Source: an optimization exercise on an open RTL-to-GDS flow (aim: small area and a short achievable clock period). Production flows keep margins and buffers that such runs may drop.
At most, simulation tests tie the RTL to the original design; equivalence was not proved.
No activity file was given, so power comes from the tool's default toggle rates.

==> trial 50 <==
## processor
module processor(clock,reset,imem_addr,imem_data,wb_en,wb_addr,wb_data,flags);
Settings: LEC_CHECK=0, ABC_CLOCK_PERIOD_IN_PS=5000, CAP_MARGIN=20, CORE_MARGIN=2, CORE_UTILIZATION=35, CTS_BUF_LIST=sky130_fd_sc_hd__clkbuf_8, CTS_CLUSTER_DIAMETER=60, CTS_CLUSTER_SIZE=16, SETUP_SLACK_MARGIN=5, SLEW_MARGIN=20; clock period 11.0 ns.
run.sh (not shown) runs the stock make flow with config.mk's settings and CLKGATE_MAP_FILE= SYNTH_SCRIPT=/design/flow/synth_recipe.tcl, a recipe that flattens the netlist after the stock synthesis.
==> trial 3: changes against trial 50 <==
--- a/flow/design.v
+++ b/flow/design.v
@@ -690,17 +690,18 @@
 output [3:0] flags;
 reg [7:0] pc;
 reg [15:0] ir;
 reg [3:0] fl;             
 reg [15:0] rf [0:7];
 reg [7:0] rv;
 reg [15:0] dm [0:9];
 reg [9:0] dv;
-reg [14:0] hi;
+reg [14:0] hx, hy;       
+reg hc;
 reg [3:0] alo;            
 reg ac4;                  
 reg [15:0] lo;
 reg hlv;
 integer j;
 reg [15:0] opa, opb;      
 reg s_sum, s_shl, s_shr, s_or, s_and, s_mem, s_lo, s_hi;
 wire [3:0] op = ir[3:0];
@@ -731,33 +732,36 @@
 always @* begin
   mword = 16'd0;
   for (j = 0; j < 10; j = j + 1)
     mword = mword | ({16{msel[j] & dv[j]}} & dm[j]) | ({16{msel[j] & ~dv[j]}} & (16'h4000 | j));
 end
 wire [15:0] mdata = ahi0 ? mword : 16'd0;
 wire [31:0] mx, my;
 mul16 u_mul(.a(A), .b(B), .x(mx), .y(my));
-wire [31:0] P = mx + my;
-wire mpz_d = &((mx[31:17] ^ my[31:17]) ~^ (mx[30:16] | my[30:16])) & ~P[16];
+wire [16:0] P = {1'b0, mx[15:0]} + {1'b0, my[15:0]};    
+wire [16:0] hsum2 = {1'b0, hx, hc} + {1'b0, hy, hc};
+wire mpz_d = &((mx[31:17] ^ my[31:17]) ~^ (mx[30:16] | my[30:16])) & ~(P[16] ^ mx[16] ^ my[16]);
 reg mpz;
 assign mulN = mpz & lo[15];
 wire [15:0] wd = res[15:0] | ({16{s_mem}} & mdata) | ({16{s_lo & hlv}} & lo) |
-                 ({16{s_hi & hlv}} & {1'b0, hi});
+                 ({16{s_hi & hlv}} & {1'b0, hsum2[16:2]});
 wire we = addok | (op == 4'd1) | (op == 4'd2) | (op == 4'd3) | (op == 4'd4) |
           (op == 4'd5) | (op == 4'd6) | (op == 4'd7) | (op == 4'd11) | (op == 4'd12);
 wire setfl = addok | (op == 4'd1) | (op == 4'd2) | (op == 4'd3) | (op == 4'd4) | (op == 4'd5);
 wire st = (op == 4'd8);
 wire mul = (op == 4'd10);
 always @(posedge clock) begin
   if (we) rf[rd] <= wd;
   for (j = 0; j < 10; j = j + 1)
     if (st & hit[j]) dm[j] <= B;
   if (mul) begin
-    hi <= P[31:17];
+    hx <= mx[30:16];
+    hy <= my[30:16];
+    hc <= P[16];
     mpz <= mpz_d;
     lo <= P[15:0];
   end
 end
 always @(posedge clock, posedge reset) begin
   if (reset) begin
     rv <= 8'd0;
     dv <= 10'd0;
- CORE_UTILIZATION: 35 -> 50
==> comparison table <==
item                                                         trial 3        trial 50
Run status                                            finished clean  finished clean
Area overhead of the layout relative to synthesis              13.4%           15.8%
Worst hold slack after final layout                         0.521 ns        0.501 ns
Launching instance or port of the critical path               opb[1]          opa[5]
Post-detailed-placement cell area                         28,800 µm²      28,700 µm²
Overall power after layout                                   7.52 mW         8.16 mW
Number of storage elements in the synthesis netlist              428             412
Sw Ratio                                                       43.6%           45.3%
Global routing met3 resource utilization                       6.59%           4.73%
Area share of and/or/nand/nor cells after synthesis            11.7%           11.5%
Maximum frequency from static timing analysis                167 MHz         168 MHz
Wire per inst                                                28.3 µm         25.9 µm
Hold Crit Start                                                rv[4]           rv[3]
Sequential share of cell area                                  39.6%           37.5%
Max stage delay cell, worst path                     clkdlybuf4s50_1            fa_1
Count of multi-input gates                                     1,592           1,613
Power spent charging and discharging nets                    3.28 mW         3.70 mW
Sequential cell area fraction in the yosys report              44.6%           43.1%
Reg2Reg Capture Point                                            mpz          hi[13]
Endpoint of the worst setup timing path                   wb_data[9]          hi[13]
Minimum clock period                                         5.99 ns         5.94 ns
Only the layout flow was run in trial 50; the RTL was not checked for function there.

========
==> inputs of 05-02 <==
Another version of the RTL of processor (not shown whole).
export LEC_CHECK = 0
export ABC_CLOCK_PERIOD_IN_PS = 5000
export CAP_MARGIN = 20
export CORE_MARGIN = 2
export CORE_UTILIZATION = 35
export SETUP_SLACK_MARGIN = 5
export SLEW_MARGIN = 20
create_clock -name core_clock -period 11.0 [get_ports {clock}]
==> inputs of 01-20, as changes to 05-02 <==
--- a/flow/design.v
+++ b/flow/design.v
@@ -699,10 +699,11 @@
 reg hc;
 reg [3:0] alo;            
 reg ac4;                  
 reg [15:0] lo;
 reg hlv;
+integer j;
 reg [15:0] opa, opb;      
 reg s_sum, s_shl, s_shr, s_or, s_and, s_mem, s_lo, s_hi;
 wire [3:0] op = ir[3:0];
 wire [2:0] rd = ir[6:4];
 wire [2:0] f  = ir[15:13];
@@ -714,53 +715,34 @@
 wire [15:0] A = opa;
 wire [15:0] B = opb;
 wire [16:0] sum = {1'b0, A} + {1'b0, B};
 wire [16:0] shl = {1'b0, A} << f;
 reg [15:0] shr;
-integer b;
-always @* for (b = 0; b < 16; b = b + 1) shr[b] = shl[15 - b];
+integer bi;
+always @* for (bi = 0; bi < 16; bi = bi + 1) shr[bi] = shl[15 - bi];
 wire addok = (op == 4'd0) & ((f == 3'd0) | ((f == 3'd1) & fN) | ((f == 3'd2) & fZ));
 wire [16:0] res = ({17{s_sum}} & sum) | ({17{s_shl}} & shl) | ({17{s_shr}} & {1'b0, shr}) |
                   ({17{s_or}} & {1'b0, A | B}) | ({17{s_and}} & {1'b0, A & B});
-wire [9:0] hit;
-genvar k;
-generate
-  for (k = 0; k < 10; k = k + 1) begin : g_hit
-    wire [15:0] kk = k;
-    wire [15:0] t = A ^ sx ^ kk;
-    wire [15:1] g = (A[14:0] & sx[14:0]) | (A[14:0] & t[14:0]) | (sx[14:0] & t[14:0]);
-    assign hit[k] = ~t[0] & ~|(t[15:1] ^ g);
-  end
-endgenerate
 wire ahi0 = &((A[15:5] ^ sx[15:5]) ~^ (A[14:4] | sx[14:4])) & ~(A[4] ^ sx[4] ^ ac4);
+wire [9:0] hit = {10{ahi0}} & (10'd1 << alo);
+wire [9:0] msel = 10'd1 << alo;
 reg [15:0] mword;
 always @* begin
-  case (alo)
-    4'd0: mword = dv[0] ? dm[0] : 16'h4000;
-    4'd1: mword = dv[1] ? dm[1] : 16'h4001;
-    4'd2: mword = dv[2] ? dm[2] : 16'h4002;
-    4'd3: mword = dv[3] ? dm[3] : 16'h4003;
-    4'd4: mword = dv[4] ? dm[4] : 16'h4004;
-    4'd5: mword = dv[5] ? dm[5] : 16'h4005;
-    4'd6: mword = dv[6] ? dm[6] : 16'h4006;
-    4'd7: mword = dv[7] ? dm[7] : 16'h4007;
-    4'd8: mword = dv[8] ? dm[8] : 16'h4008;
-    4'd9: mword = dv[9] ? dm[9] : 16'h4009;
-    default: mword = 16'd0;
-  endcase
+  mword = 16'd0;
+  for (j = 0; j < 10; j = j + 1)
+    mword = mword | ({16{msel[j] & dv[j]}} & dm[j]) | ({16{msel[j] & ~dv[j]}} & (16'h4000 | j));
 end
 wire [15:0] mdata = ahi0 ? mword : 16'd0;
-integer j;
 wire [31:0] mx, my;
 mul16 u_mul(.a(A), .b(B), .x(mx), .y(my));
 wire [16:0] P = {1'b0, mx[15:0]} + {1'b0, my[15:0]};    
-wire [15:0] hsum = {1'b0, hx} + {1'b0, hy} + hc;
+wire [16:0] hsum2 = {1'b0, hx, hc} + {1'b0, hy, hc};
 wire mp16 = hc ^ hx[0] ^ hy[0];                         
 wire mpz = &((hx[14:1] ^ hy[14:1]) ~^ (hx[13:0] | hy[13:0])) & ~(hx[14] | hy[14]) & ~mp16;
 assign mulN = mpz & lo[15];
 wire [15:0] wd = res[15:0] | ({16{s_mem}} & mdata) | ({16{s_lo & hlv}} & lo) |
-                 ({16{s_hi & hlv}} & {1'b0, hsum[15:1]});
+                 ({16{s_hi & hlv}} & {1'b0, hsum2[16:2]});
 wire we = addok | (op == 4'd1) | (op == 4'd2) | (op == 4'd3) | (op == 4'd4) |
           (op == 4'd5) | (op == 4'd6) | (op == 4'd7) | (op == 4'd11) | (op == 4'd12);
 wire setfl = addok | (op == 4'd1) | (op == 4'd2) | (op == 4'd3) | (op == 4'd4) | (op == 4'd5);
 wire st = (op == 4'd8);
 wire mul = (op == 4'd10);
@@ -804,38 +786,43 @@
 wire [2:0] nrt = (nop == 4'd8) ? imem_data[6:4] : imem_data[12:10];
 wire [5:0] nc6 = imem_data[15:10];
 wire [15:0] nsx = {1'b0, {9{nc6[5]}}, nc6};
 wire nimm = (nop == 4'd5) | (nop == 4'd6);
 wire nli = (nop == 4'd6);
-wire [15:0] rA = (rv[nrs] & ~nli) ? rf[nrs] : 16'd0;
-wire [15:0] rB = rv[nrt] ? rf[nrt] : 16'd0;
+wire [7:0] sela = {8{~nli}} & rv & (8'd1 << nrs);
+wire [7:0] selb = rv & (8'd1 << nrt);
+reg [15:0] rA, rB;
+always @* begin
+  rA = 16'd0;
+  rB = 16'd0;
+  for (j = 0; j < 8; j = j + 1) begin
+    rA = rA | ({16{sela[j]}} & rf[j]);
+    rB = rB | ({16{selb[j]}} & rf[j]);
+  end
+end
 wire fwa = we & (rd == nrs) & ~nli;
 wire nsr = (nop == 4'd2);
 wire [15:0] ra_in = fwa ? wd : rA;
 reg [15:0] ra_rev;
-always @* for (b = 0; b < 16; b = b + 1) ra_rev[b] = ra_in[15 - b];
+always @* for (bi = 0; bi < 16; bi = bi + 1) ra_rev[bi] = ra_in[15 - bi];
 wire fwb = we & (rd == nrt);
 wire brc = (op == 4'd9) & (((f == 3'd1) & fN) | ((f == 3'd2) & fZ) | ((f == 3'd3) & fV) | ((f == 3'd4) & fC));
 wire jmp = (op == 4'd9) & (f == 3'd0);
 always @(posedge clock, posedge reset) begin
   if (reset) begin
     pc <= 8'd0;
     ir <= 16'd0;
-    opa <= 16'd0;
-    opb <= 16'd0;
-    s_sum <= 1'b1;
+    s_sum <= 1'b0;            
     s_shl <= 1'b0;
     s_shr <= 1'b0;
     s_or <= 1'b0;
     s_and <= 1'b0;
     s_mem <= 1'b0;
     s_lo <= 1'b0;
     s_hi <= 1'b0;
   end else begin
     ir <= imem_data;
-    opa <= nsr ? ra_rev : ra_in;
-    opb <= nimm ? nsx : fwb ? wd : rB;
     s_sum <= (nop == 4'd0) | (nop == 4'd5) | (nop == 4'd6);
     s_shl <= (nop == 4'd1);
     s_shr <= (nop == 4'd2);
     s_or <= (nop == 4'd3);
     s_and <= (nop == 4'd4);
@@ -845,12 +832,15 @@
     if (jmp) pc <= pc + ir[11:4];
     else if (brc) pc <= ir[11:4];
     else pc <= pc + 8'd1;
   end
 end
-always @(posedge clock)
+always @(posedge clock) begin
+  opa <= nsr ? ra_rev : ra_in;
+  opb <= nimm ? nsx : fwb ? wd : rB;
   {ac4, alo} <= ra_in[3:0] + nsx[3:0];
+end
 assign imem_addr = pc;
 assign wb_en = we;
 assign wb_addr = rd;
 assign wb_data = wd;
 assign flags = {fZ, fN, fC, fV};
- CORE_UTILIZATION: 35 -> 50
- CTS_BUF_LIST: not set -> sky130_fd_sc_hd__clkbuf_8
- CTS_CLUSTER_DIAMETER: not set -> 60
- CTS_CLUSTER_SIZE: not set -> 16
==> inputs of 08-25, as changes to 05-02 <==
--- a/flow/design.v
+++ b/flow/design.v
@@ -695,24 +695,20 @@
 reg [7:0] rv;
 reg [15:0] dm [0:9];
 reg [9:0] dv;
 reg [14:0] hx, hy;       
 reg hc;
-reg [3:0] alo;            
-reg ac4;                  
 reg [15:0] lo;
 reg hlv;
 reg [15:0] opa, opb;      
 reg s_sum, s_shl, s_shr, s_or, s_and, s_mem, s_lo, s_hi;
 wire [3:0] op = ir[3:0];
 wire [2:0] rd = ir[6:4];
 wire [2:0] f  = ir[15:13];
 wire [5:0] c6 = ir[15:10];
 wire [15:0] sx = {1'b0, {9{c6[5]}}, c6};
-reg nm;                   
-wire mulN;
-wire fZ = fl[3], fN = nm ? mulN : fl[2], fC = fl[1], fV = fl[0];
+wire fZ = fl[3], fN = fl[2], fC = fl[1], fV = fl[0];
 wire [15:0] A = opa;
 wire [15:0] B = opb;
 wire [16:0] sum = {1'b0, A} + {1'b0, B};
 wire [16:0] shl = {1'b0, A} << f;
 reg [15:0] shr;
@@ -729,14 +725,14 @@
     wire [15:0] t = A ^ sx ^ kk;
     wire [15:1] g = (A[14:0] & sx[14:0]) | (A[14:0] & t[14:0]) | (sx[14:0] & t[14:0]);
     assign hit[k] = ~t[0] & ~|(t[15:1] ^ g);
   end
 endgenerate
-wire ahi0 = &((A[15:5] ^ sx[15:5]) ~^ (A[14:4] | sx[14:4])) & ~(A[4] ^ sx[4] ^ ac4);
+wire ahi0 = &((A[15:5] ^ sx[15:5]) ~^ (A[14:4] | sx[14:4])) & ~sum[4];
 reg [15:0] mword;
 always @* begin
-  case (alo)
+  case (sum[3:0])
     4'd0: mword = dv[0] ? dm[0] : 16'h4000;
     4'd1: mword = dv[1] ? dm[1] : 16'h4001;
     4'd2: mword = dv[2] ? dm[2] : 16'h4002;
     4'd3: mword = dv[3] ? dm[3] : 16'h4003;
     4'd4: mword = dv[4] ? dm[4] : 16'h4004;
@@ -751,14 +747,13 @@
 wire [15:0] mdata = ahi0 ? mword : 16'd0;
 integer j;
 wire [31:0] mx, my;
 mul16 u_mul(.a(A), .b(B), .x(mx), .y(my));
 wire [16:0] P = {1'b0, mx[15:0]} + {1'b0, my[15:0]};    
+wire p16 = P[16] ^ mx[16] ^ my[16];                     
 wire [15:0] hsum = {1'b0, hx} + {1'b0, hy} + hc;
-wire mp16 = hc ^ hx[0] ^ hy[0];                         
-wire mpz = &((hx[14:1] ^ hy[14:1]) ~^ (hx[13:0] | hy[13:0])) & ~(hx[14] | hy[14]) & ~mp16;
-assign mulN = mpz & lo[15];
+wire pz_hi = &((mx[31:17] ^ my[31:17]) ~^ (mx[30:16] | my[30:16])) & ~p16;
 wire [15:0] wd = res[15:0] | ({16{s_mem}} & mdata) | ({16{s_lo & hlv}} & lo) |
                  ({16{s_hi & hlv}} & {1'b0, hsum[15:1]});
 wire we = addok | (op == 4'd1) | (op == 4'd2) | (op == 4'd3) | (op == 4'd4) |
           (op == 4'd5) | (op == 4'd6) | (op == 4'd7) | (op == 4'd11) | (op == 4'd12);
 wire setfl = addok | (op == 4'd1) | (op == 4'd2) | (op == 4'd3) | (op == 4'd4) | (op == 4'd5);
@@ -786,27 +781,23 @@
       if (st & hit[j]) dv[j] <= 1'b1;
     if (mul) hlv <= 1'b1;
   end
 end
 always @(posedge clock, posedge reset) begin
-  if (reset) begin
+  if (reset)
     fl <= 4'd0;
-    nm <= 1'b0;
-  end else if (setfl) begin
+  else if (setfl)
     fl <= {res == 17'd0, res[16:15] == 2'b01, (op == 4'd0) & res[16], res[16]};
-    nm <= 1'b0;
-  end else if (mul) begin
-    fl <= {(A == 16'd0) | (B == 16'd0), 3'b000};
-    nm <= 1'b1;
-  end
+  else if (mul)
+    fl <= {(A == 16'd0) | (B == 16'd0), pz_hi & P[15], 2'b00};
 end
 wire [3:0] nop = imem_data[3:0];
 wire [2:0] nrs = imem_data[9:7];
 wire [2:0] nrt = (nop == 4'd8) ? imem_data[6:4] : imem_data[12:10];
 wire [5:0] nc6 = imem_data[15:10];
 wire [15:0] nsx = {1'b0, {9{nc6[5]}}, nc6};
-wire nimm = (nop == 4'd5) | (nop == 4'd6);
+wire nimm = (nop == 4'd5) | (nop == 4'd6) | (nop == 4'd7);
 wire nli = (nop == 4'd6);
 wire [15:0] rA = (rv[nrs] & ~nli) ? rf[nrs] : 16'd0;
 wire [15:0] rB = rv[nrt] ? rf[nrt] : 16'd0;
 wire fwa = we & (rd == nrs) & ~nli;
 wire nsr = (nop == 4'd2);
@@ -845,13 +836,11 @@
     if (jmp) pc <= pc + ir[11:4];
     else if (brc) pc <= ir[11:4];
     else pc <= pc + 8'd1;
   end
 end
-always @(posedge clock)
-  {ac4, alo} <= ra_in[3:0] + nsx[3:0];
 assign imem_addr = pc;
 assign wb_en = we;
 assign wb_addr = rd;
 assign wb_data = wd;
-assign flags = {fZ, fN, fC, fV};
+assign flags = fl;
 endmodule
- ABC_CLOCK_PERIOD_IN_PS: 5000 -> not set
- CAP_MARGIN: 20 -> 0
- SLEW_MARGIN: 20 -> 0
- TNS_END_PERCENT: not set -> 5
==> comparison <==
Sequential power: 08-25 < 01-20 < 05-02. 01-20 completed without violations. 05-02 completed without violations. 08-25 ran to the end with no violations. The highest worst setup slack belongs to 05-02, the lowest to 08-25. Cell area: 05-02 > 08-25 > 01-20. In 05-02 the core utilization is lower than in 01-20, by 16 points. The highest clock skew belongs to 01-20, the lowest to 08-25. Area after synthesis, lowest first: 01-20, 08-25, 05-02. Of 08-25 and 05-02, 05-02 has the higher register-to-register slack (gap 0.64 ns).
==> figures <==
| item | 05-02 | 01-20 | 08-25 |
|---|---|---|---|
| Register cell area after layout | 0.0124 mm² | 0.0123 mm² | 0.0123 mm² |
| Fmax | 167 MHz | 167 MHz | 162 MHz |
| Initial antenna violation count | 3 | 2 | 2 |
| Area added between synthesis and finish | 17.9% | 14.6% | 18.5% |
| Relative max-transition margin | 32.8% | 21.5% | 15.9% |
| Drt via density | 5.72 | 6.31 | 5.78 |
| Reported net switching power | 3.27 mW | 2.63 mW | 3.20 mW |
| Power per cell area | 234 mW/mm² | 200 mW/mm² | 229 mW/mm² |
| Reg2Reg Setup Slack | 5.60 ns | 5.56 ns | 4.96 ns |
| Worst hold start | rv[2] | rv[0] | rv[2] |
| DP Cell Count | 3,511 | 3,183 | 3,477 |
| Clock-net power | 1.67 mW | 1.09 mW | 1.61 mW |
| Highest fanout seen on the critical path | 8 | 4 | 15 |
| Crit path from | opa[6] | hc | opa[8] |
| Fraction of post-synthesis cell area in the top cell type by area | 35.0% | 36.2% | 35.5% |
| Status | no timing/DRC/antenna violations | no timing/DRC/antenna violations | no timing/DRC/antenna violations |
The RTL of 01-20 was laid out without a check of its function.

port drivers added, routing unchanged:
The flow's constraints put no driver on any port. The routed layouts listed below were extracted and timed again, unchanged, in two steps.
Step 1 sets driving cells, clkbuf_16 on the clock port and buf_2 on the other inputs (assumed; they add their load-dependent delay and slew).
Step 2, shift: input delay + t, output delay - t, t = (earliest + latest rising clock arrival at the registers) / 2. This alone moves slack from input paths to output paths.
Three values: ideal, step 1, step 2; two values: the first two.
run | t (ns) | setup slack, ns | worst hold slack (ns) | worst setup path after step 2
trial 50 | 0.703 | 5.057 / 5.031 / 4.547 | 0.501 / 0.501 / 0.501 | input to register
trial 3 | 0.698 | 5.010 / 4.955 / 4.546 | 0.521 / 0.521 / 0.521 | input to register
05-02 | 0.680 | 5.029 / 4.961 / 4.635 | 0.479 / 0.479 / 0.479 | input to register
01-20 | 0.723 | 5.003 / 4.952 / 4.572 | 0.495 / 0.495 / 0.495 | input to register
08-25 | 0.651 | 4.828 / 4.770 / 4.905 | 0.496 / 0.496 / 0.496 | input to register
After both steps every run listed still meets setup and hold. For trial 50, which loses most, drivers alone change the setup slack by -0.026 ns; drivers and shift together by -0.510 ns.
